Context: an optimization exercise on an open-source flow, tuned for small area, a short achievable clock period and few clock cycles. The choices shown serve that exercise and are no tape-out recipe. Where RTL was checked, it was by simulation tests only, not by an equivalence proof against the original. Power is estimated from default activity; no workload was simulated.

==> flow/design.v <==
module SME(clk,reset,chardata,isstring,ispattern,valid,match,match_index);
input clk;
input reset;
input [7:0] chardata;
input isstring;
input ispattern;
output match;
output [4:0] match_index;
output valid;
integer i;
reg [7:0] S [0:31];      
reg [7:0] pst [2:7];     
reg [4:0] off;           
reg [4:0] wp;            
reg       str_ff;        
reg       pat_ff;        
reg [3:0] jcnt;          
reg       rep;           
reg       rend;          
reg       valid_r;
reg       caret;         
reg       stopped;       
reg [31:0] c;            
reg [4:0] b;             
reg [7:0] rb;            
reg       match_r;
reg [4:0] idx_r;
assign valid = valid_r;
assign match = match_r;
assign match_index = idx_r;
function [6:0] pe32;
    input [31:0] v;
    input [31:0] pb;
    reg [31:0] a, p;
    reg [4:0] ix [0:31];
    integer n, k;
    begin
        a = v; p = pb;
        for (k = 0; k < 32; k = k + 1) ix[k] = 5'd0;
        for (n = 0; n < 5; n = n + 1) begin
            for (k = 0; k < 32; k = k + 1) begin
                if (k % (2 << n) == 0) begin
                    if (!a[k]) begin
                        ix[k] = ix[k + (1 << n)];
                        p[k] = p[k + (1 << n)];
                    end
                    ix[k][n] = ~a[k];
                    a[k] = a[k] | a[k + (1 << n)];
                end
            end
        end
        pe32 = {a[0], p[0], ix[0]};
    end
endfunction
function [4:0] add5;
    input [4:0] a, b;
    reg cy;
    integer n;
    begin
        cy = 1'b0;
        for (n = 0; n < 5; n = n + 1) begin
            add5[n] = cy ? ~(a[n] ^ b[n]) : (a[n] ^ b[n]);
            cy = (a[n] ^ b[n]) ? cy : a[n];
        end
    end
endfunction
function [31:0] thermo;
    input [4:0] a;
    reg le;
    integer n, k;
    begin
        for (k = 0; k < 32; k = k + 1) begin
            le = 1'b1;                       
            for (n = 0; n < 5; n = n + 1)
                le = (a[n] == k[n]) ? le : k[n];
            thermo[k] = le;
        end
    end
endfunction
wire       pv   = ispattern | rep;
reg  [7:0] rnext;                
always @(*) begin
    case (jcnt[2:0])
        3'd1: rnext = pst[2];
        3'd2: rnext = pst[3];
        3'd3: rnext = pst[4];
        3'd4: rnext = pst[5];
        3'd5: rnext = pst[6];
        3'd6: rnext = pst[7];
        default: rnext = 8'h00;
    endcase
end
wire [7:0] src   = rep ? rb : chardata;
wire       first = (jcnt == 4'd0);
wire       isC   = rep ? (rb == 8'h5E) : (chardata == 8'h5E);
wire       zero  = rep ? (rb == 8'h00) : (chardata == 8'h00);
wire       stopc = zero & (~caret | (jcnt != 4'd1));
wire       cmpn  = ~stopped & ~stopc;       
reg [31:0] eq;
always @(*) begin
    for (i = 0; i < 32; i = i + 1) eq[i] = (S[i] == src);
end
wire [31:0] x = (first ? 32'hFFFFFFFF : c) & eq;
wire term   = pat_ff & ~ispattern;
wire repgo  = term & caret & (jcnt == 4'd1);
wire endc   = (term & ~repgo) | rend;
wire noterm = ~caret & ~stopped & jcnt[3];
wire [31:0] M  = thermo(b);                
wire [31:0] pr = c & {c[0], c[31:1]};
wire [6:0] pa = pe32(c & M, pr & M);
wire [6:0] pc = pe32(c, pr);
wire [4:0] ks  = pa[6] ? pa[4:0] : pc[4:0];    
wire       nxt = pa[6] ? pa[5] : pc[5];
wire found = pc[6] & ~noterm;
reg       end2;          
reg       fnd_r, nxt_r;
reg [4:0] ks_r;
wire [4:0] idx  = add5(ks_r, 5'd2 - b);   
wire [4:0] offn = add5(idx, off - 5'd1);   
wire [4:0] slot = str_ff ? wp : off;
always @(posedge clk or posedge reset) begin
    if (reset) begin
        for (i = 0; i < 32; i = i + 1) S[i] <= 8'h00;
    end else if (isstring) begin
        for (i = 0; i < 32; i = i + 1) if (slot == i) S[i] <= chardata;
    end
end
always @(posedge clk or posedge reset) begin
    if (reset) begin
        for (i = 2; i < 8; i = i + 1) pst[i] <= 8'hFF;
    end else begin
        for (i = 2; i < 8; i = i + 1)
            if ((ispattern | term) && jcnt == i) pst[i] <= ispattern ? chardata : 8'h00;
    end
end
always @(posedge clk or posedge reset) begin
    if (reset) begin
        off <= 5'd0;
        wp <= 5'd0;
        str_ff <= 1'b0;
        pat_ff <= 1'b0;
        jcnt <= 4'd0;
        rep <= 1'b0;
        rend <= 1'b0;
        valid_r <= 1'b0;
        end2 <= 1'b0;
    end else begin
        str_ff <= isstring;
        pat_ff <= ispattern;
        if (end2 & fnd_r) off <= offn;
        wp <= slot + 5'd1;
        if (pv) jcnt <= jcnt + 4'd1;
        else if (repgo) jcnt <= 4'd1;
        else jcnt <= 4'd0;
        rep <= repgo | (rep & (jcnt != 4'd7));
        rend <= rep & (jcnt == 4'd7);
        end2 <= endc;
        valid_r <= end2;
    end
end
always @(posedge clk) begin
    if (pv) begin
        if (first) begin
            caret <= isC;
            stopped <= 1'b0;
        end else if (stopc) stopped <= 1'b1;
    end
    rb <= rep ? rnext : 8'h00;
    fnd_r <= found;
    nxt_r <= nxt;
    ks_r <= ks;
    match_r <= fnd_r & nxt_r;
    idx_r <= fnd_r ? idx : 5'd1;
end
always @(posedge clk or posedge reset) begin
    if (reset) begin
        c <= 32'd0;
        b <= 5'd0;
    end else if (pv) begin
        if (first) begin
            c <= isC ? 32'hFFFFFFFF : {x[30:0], x[31]};
            b <= isC ? off : off + 5'd1;
        end else if (cmpn) begin
            c <= {x[30:0], x[31]};
            b <= b + 5'd1;
        end
    end
end
endmodule
Settings: LEC_CHECK=0, CAP_MARGIN=20, CORE_MARGIN=2, CORE_UTILIZATION=60, SETUP_SLACK_MARGIN=3.6, SLEW_MARGIN=20; clock period 6.0 ns.
run.sh (not shown) runs the stock make flow with config.mk's settings and CLKGATE_MAP_FILE= SYNTH_SCRIPT=/design/flow/synth_recipe.tcl, a recipe that flattens the netlist after the stock synthesis.
Testbench counts at the start, summed over its fixed seeds: cycles 3,383.
Rerun with:
--- a/flow/design.v
+++ b/flow/design.v
@@ -20,9 +20,11 @@
 reg       valid_r;
 reg       caret;         
 reg       stopped;       
 reg [31:0] c;            
-reg [4:0] b;             
+reg [31:0] M;            
+reg [4:0] nb;            
+reg [4:0] d;             
 reg [7:0] rb;            
 reg       match_r;
 reg [4:0] idx_r;
 assign valid = valid_r;
@@ -104,9 +106,8 @@
 wire term   = pat_ff & ~ispattern;
 wire repgo  = term & caret & (jcnt == 4'd1);
 wire endc   = (term & ~repgo) | rend;
 wire noterm = ~caret & ~stopped & jcnt[3];
-wire [31:0] M  = thermo(b);                
 wire [31:0] pr = c & {c[0], c[31:1]};
 wire [6:0] pa = pe32(c & M, pr & M);
 wire [6:0] pc = pe32(c, pr);
 wire [4:0] ks  = pa[6] ? pa[4:0] : pc[4:0];    
@@ -114,10 +115,12 @@
 wire found = pc[6] & ~noterm;
 reg       end2;          
 reg       fnd_r, nxt_r;
 reg [4:0] ks_r;
-wire [4:0] idx  = add5(ks_r, 5'd2 - b);   
-wire [4:0] offn = add5(idx, off - 5'd1);   
+wire [4:0] idx  = add5(ks_r, nb);
+wire [4:0] offn = add5(ks_r, d);         
+wire [31:0] T0 = thermo(off);                           
+wire [31:0] T1 = T0[30] ? {T0[30:0], 1'b0} : 32'hFFFFFFFF;  
 wire [4:0] slot = str_ff ? wp : off;
 always @(posedge clk or posedge reset) begin
     if (reset) begin
         for (i = 0; i < 32; i = i + 1) S[i] <= 8'h00;
@@ -174,16 +177,22 @@
 end
 always @(posedge clk or posedge reset) begin
     if (reset) begin
         c <= 32'd0;
-        b <= 5'd0;
+        M <= 32'd0;
+        nb <= 5'd0;
+        d <= 5'd0;
     end else if (pv) begin
         if (first) begin
             c <= isC ? 32'hFFFFFFFF : {x[30:0], x[31]};
-            b <= isC ? off : off + 5'd1;
+            M <= isC ? T0 : T1;
+            nb <= isC ? 5'd2 - off : 5'd1 - off;
+            d <= isC ? 5'd1 : 5'd0;
         end else if (cmpn) begin
             c <= {x[30:0], x[31]};
-            b <= b + 5'd1;
+            M <= M[30] ? {M[30:0], 1'b0} : 32'hFFFFFFFF;
+            nb <= nb - 5'd1;
+            d <= d - 5'd1;
         end
     end
 end
 endmodule
=>
- The new run passed the timing, DRC and antenna checks
- via count is higher by roughly a tenth
- critical path depth is lower by 1
- routed wire length is higher by roughly a tenth
- setup slack gets better by 0.14 ns
- power is higher by roughly a tenth
- non-clock buffer count is higher by 1
- clock skew is higher by 0.0032 ns
- clock power is higher by about a fifth
- design area is higher by roughly a tenth
- maximum frequency is higher by a few percent
The RTL of the second run of this note was laid out without a check of its function.

* * *

SME, a different RTL version from the one above (not shown whole).
For scale: roughly 410 flip-flops, about 19 I/O pins, about 22000 sq um of cells after synthesis.
==> module SME, before the edit <==
module SME(clk,reset,chardata,isstring,ispattern,valid,match,match_index);
input clk;
input reset;
input [7:0] chardata;
input isstring;
input ispattern;
output match;
output [4:0] match_index;
output valid;
integer i;
reg [7:0] S [0:31];      
reg [7:0] pst [2:7];     
reg [4:0] off;           
reg [4:0] wp;            
reg       str_ff;        
reg       pat_ff;        
reg [3:0] jcnt;          
reg       rep;           
reg       rend;          
reg       valid_r;
reg       caret;         
reg       stopped;       
reg [31:0] c;            
reg [31:0] M;            
reg [4:0] nb;            
reg [4:0] d;             
reg [7:0] rb;            
reg       match_r;
reg [4:0] idx_r;
assign valid = valid_r;
assign match = match_r;
assign match_index = idx_r;
function [6:0] pe32;
    input [31:0] v;
    input [31:0] pb;
    reg [31:0] a, p;
    reg [4:0] ix [0:31];
    integer n, k;
    begin
        a = v; p = pb;
        for (k = 0; k < 32; k = k + 1) ix[k] = 5'd0;
        for (n = 0; n < 5; n = n + 1) begin
            for (k = 0; k < 32; k = k + 1) begin
                if (k % (2 << n) == 0) begin
                    if (!a[k]) begin
                        ix[k] = ix[k + (1 << n)];
                        p[k] = p[k + (1 << n)];
                    end
                    ix[k][n] = ~a[k];
                    a[k] = a[k] | a[k + (1 << n)];
                end
            end
        end
        pe32 = {a[0], p[0], ix[0]};
    end
endfunction
function [4:0] add5;
    input [4:0] a, b;
    reg cy;
    integer n;
    begin
        cy = 1'b0;
        for (n = 0; n < 5; n = n + 1) begin
            add5[n] = cy ? ~(a[n] ^ b[n]) : (a[n] ^ b[n]);
            cy = (a[n] ^ b[n]) ? cy : a[n];
        end
    end
endfunction
function [31:0] thermo;
    input [4:0] a;
    reg on;
    integer n;
    begin
        on = 1'b0;
        for (n = 0; n < 32; n = n + 1) begin
            on = on | (a == n);
            thermo[n] = on;
        end
    end
endfunction
wire       pv   = ispattern | rep;
reg  [7:0] rnext;                
always @(*) begin
    case (jcnt[2:0])
        3'd1: rnext = pst[2];
        3'd2: rnext = pst[3];
        3'd3: rnext = pst[4];
        3'd4: rnext = pst[5];
        3'd5: rnext = pst[6];
        3'd6: rnext = pst[7];
        default: rnext = 8'h00;
    endcase
end
wire [7:0] src   = rep ? rb : chardata;
wire       first = (jcnt == 4'd0);
wire       isC   = (src == 8'h5E);
wire       zero  = (src == 8'h00);
wire       stopc = zero & (~caret | (jcnt != 4'd1));
wire       cmpn  = ~stopped & ~stopc;       
reg [31:0] eq;
always @(*) begin
    for (i = 0; i < 32; i = i + 1) eq[i] = (S[i] == src);
end
wire [31:0] x = (first ? 32'hFFFFFFFF : c) & eq;
wire term   = pat_ff & ~ispattern;
wire repgo  = term & caret & (jcnt == 4'd1);
wire endc   = (term & ~repgo) | rend;
wire noterm = ~caret & ~stopped & jcnt[3];
wire [31:0] pr = c & {c[0], c[31:1]};
wire [6:0] pa = pe32(c & M, pr & M);
wire [6:0] pc = pe32(c, pr);
wire [4:0] ks  = pa[6] ? pa[4:0] : pc[4:0];    
wire [4:0] idx = add5(ks, nb);
wire       nxt = pa[6] ? pa[5] : pc[5];
wire found = pc[6] & ~noterm;
wire [4:0] offn = add5(ks, d);         
wire [31:0] T0 = thermo(off);                           
wire [31:0] T1 = T0[30] ? {T0[30:0], 1'b0} : 32'hFFFFFFFF;  
wire [4:0] slot = str_ff ? wp : off;
always @(posedge clk or posedge reset) begin
    if (reset) begin
        for (i = 0; i < 32; i = i + 1) S[i] <= 8'h00;
    end else if (isstring) begin
        for (i = 0; i < 32; i = i + 1) if (slot == i) S[i] <= chardata;
    end
end
always @(posedge clk or posedge reset) begin
    if (reset) begin
        for (i = 2; i < 8; i = i + 1) pst[i] <= 8'hFF;
    end else begin
        for (i = 2; i < 8; i = i + 1)
            if ((ispattern | term) && jcnt == i) pst[i] <= ispattern ? chardata : 8'h00;
    end
end
always @(posedge clk or posedge reset) begin
    if (reset) begin
        off <= 5'd0;
        wp <= 5'd0;
        str_ff <= 1'b0;
        pat_ff <= 1'b0;
        jcnt <= 4'd0;
        rep <= 1'b0;
        rend <= 1'b0;
        valid_r <= 1'b0;
    end else begin
        str_ff <= isstring;
        pat_ff <= ispattern;
        if (endc & found) off <= offn;
        wp <= slot + 5'd1;
        if (pv) jcnt <= jcnt + 4'd1;
        else if (repgo) jcnt <= 4'd1;
        else jcnt <= 4'd0;
        rep <= repgo | (rep & (jcnt != 4'd7));
        rend <= rep & (jcnt == 4'd7);
        valid_r <= endc;
    end
end
always @(posedge clk) begin
    if (pv) begin
        if (first) begin
            caret <= isC;
            stopped <= 1'b0;
            c <= isC ? 32'hFFFFFFFF : {x[30:0], x[31]};
            M <= isC ? T0 : T1;
            nb <= isC ? 5'd2 - off : 5'd1 - off;
            d <= isC ? 5'd1 : 5'd0;
        end else begin
            if (stopc) stopped <= 1'b1;
            if (cmpn) begin
                c <= {x[30:0], x[31]};
                M <= M[30] ? {M[30:0], 1'b0} : 32'hFFFFFFFF;
                nb <= nb - 5'd1;
                d <= d - 5'd1;
            end
        end
    end
    rb <= rep ? rnext : 8'h00;
    if (endc) begin
        match_r <= found & nxt;
        idx_r <= found ? idx : 5'd1;
    end
end
endmodule
make LEC_CHECK=0 CAP_MARGIN=20 CORE_MARGIN=2 CORE_UTILIZATION=40 SLEW_MARGIN=20 finish   # period 6.0 ns
Edit:
--- a/flow/design.v
+++ b/flow/design.v
@@ -23,7 +23,6 @@
 reg [31:0] c;            
 reg [31:0] M;            
 reg [4:0] nb;            
-reg [4:0] d;             
 reg [7:0] rb;            
 reg       match_r;
 reg [4:0] idx_r;
@@ -33,25 +32,30 @@
 function [6:0] pe32;
     input [31:0] v;
     input [31:0] pb;
+    input [4:0] add;
     reg [31:0] a, p;
-    reg [4:0] ix [0:31];
+    reg [5:0] sm [0:31];
+    reg h, t;
     integer n, k;
     begin
         a = v; p = pb;
-        for (k = 0; k < 32; k = k + 1) ix[k] = 5'd0;
+        for (k = 0; k < 32; k = k + 1) sm[k] = 6'd0;
         for (n = 0; n < 5; n = n + 1) begin
             for (k = 0; k < 32; k = k + 1) begin
                 if (k % (2 << n) == 0) begin
-                    if (!a[k]) begin
-                        ix[k] = ix[k + (1 << n)];
+                    h = ~a[k];
+                    if (h) begin
+                        sm[k] = sm[k + (1 << n)];
                         p[k] = p[k + (1 << n)];
                     end
-                    ix[k][n] = ~a[k];
+                    t = sm[k][n];
+                    sm[k][n] = t ^ h ^ add[n];
+                    sm[k][n+1] = (t & h) | (t & add[n]) | (h & add[n]);
                     a[k] = a[k] | a[k + (1 << n)];
                 end
             end
         end
-        pe32 = {a[0], p[0], ix[0]};
+        pe32 = {a[0], p[0], sm[0][4:0]};
     end
 endfunction
 function [4:0] add5;
@@ -61,8 +65,8 @@
     begin
         cy = 1'b0;
         for (n = 0; n < 5; n = n + 1) begin
-            add5[n] = cy ? ~(a[n] ^ b[n]) : (a[n] ^ b[n]);
-            cy = (a[n] ^ b[n]) ? cy : a[n];
+            add5[n] = a[n] ^ b[n] ^ cy;
+            cy = (a[n] & b[n]) | (cy & (a[n] ^ b[n]));
         end
     end
 endfunction
@@ -107,13 +111,13 @@
 wire endc   = (term & ~repgo) | rend;
 wire noterm = ~caret & ~stopped & jcnt[3];
 wire [31:0] pr = c & {c[0], c[31:1]};
-wire [6:0] pa = pe32(c & M, pr & M);
-wire [6:0] pc = pe32(c, pr);
-wire [4:0] ks  = pa[6] ? pa[4:0] : pc[4:0];    
-wire [4:0] idx = add5(ks, nb);
+wire [6:0] pa = pe32(c & M, pr & M, nb);
+wire [6:0] pc = pe32(c, pr, nb);
+wire [4:0] idx = pa[6] ? pa[4:0] : pc[4:0];
 wire       nxt = pa[6] ? pa[5] : pc[5];
 wire found = pc[6] & ~noterm;
-wire [4:0] offn = add5(ks, d);         
+wire [4:0] offn = add5(idx, offm1);    
+wire [4:0] offm1 = off - 5'd1;
 wire [31:0] T0 = thermo(off);                           
 wire [31:0] T1 = T0[30] ? {T0[30:0], 1'b0} : 32'hFFFFFFFF;  
 wire [4:0] slot = str_ff ? wp : off;
@@ -163,14 +167,12 @@
             c <= isC ? 32'hFFFFFFFF : {x[30:0], x[31]};
             M <= isC ? T0 : T1;
             nb <= isC ? 5'd2 - off : 5'd1 - off;
-            d <= isC ? 5'd1 : 5'd0;
         end else begin
             if (stopc) stopped <= 1'b1;
             if (cmpn) begin
                 c <= {x[30:0], x[31]};
                 M <= M[30] ? {M[30:0], 1'b0} : 32'hFFFFFFFF;
                 nb <= nb - 5'd1;
-                d <= d - 5'd1;
             end
         end
     end
The changed run completed without violations.
Via count goes up by about 1.8%.
Routed wire length went up by about 7%.
Critical path depth goes up by 7.
Cell area goes up by about 1.1%.
Count of clock-buffer cells in the layout is lower by 3.
Cell count increases by about 1.5%.
Clock power barely changes.
Total power is higher by 4.1%.
Function was not checked in any run of this note: the RTL went through the layout flow alone.

==> port drivers added, routing unchanged <==
Ports are ideal in the flow. The routed layouts listed here were re-timed in OpenROAD.
Step 1 (the two cells are an assumption about what drives the block):
set clk [get_ports {clk}]
set_driving_cell -lib_cell sky130_fd_sc_hd__clkbuf_16 $clk
set_driving_cell -lib_cell sky130_fd_sc_hd__buf_2 [delete_from_list [all_inputs] $clk]
Step 2 moves the port delays by t, midway between the first and last clock arrival at a register: inputs arrive t later, outputs are due t later. That takes back most of the time a late clock gives input paths.
Three values: ideal, step 1, step 2; two values: the first two.
| run | t (ns) | setup WS [ns] | worst setup path at the end | clock arrival spread, ns | cell pins on the clock port's net |
|---|---|---|---|---|---|
| the first run of note 1 | 0.601 | 3.410 / 3.410 / 2.858 | input to register | 0.024 / 0.025 | 1 |
| the second run of note 1 | 0.643 | 3.547 / 3.560 / 2.936 | input to register | 0.027 / 0.027 | 1 |
| the first run of note 2 | 0.651 | 1.750 / 1.750 / 1.750 | register to register | 0.037 / 0.037 | 1 |
| the second run of note 2 | 0.666 | 1.200 / 1.200 / 1.200 | register to register | 0.053 / 0.053 | 1 |
After both steps every run listed still meets setup and hold. For the second run of note 1, which loses most, drivers alone change the setup slack by +0.013 ns; drivers and shift together by -0.611 ns.
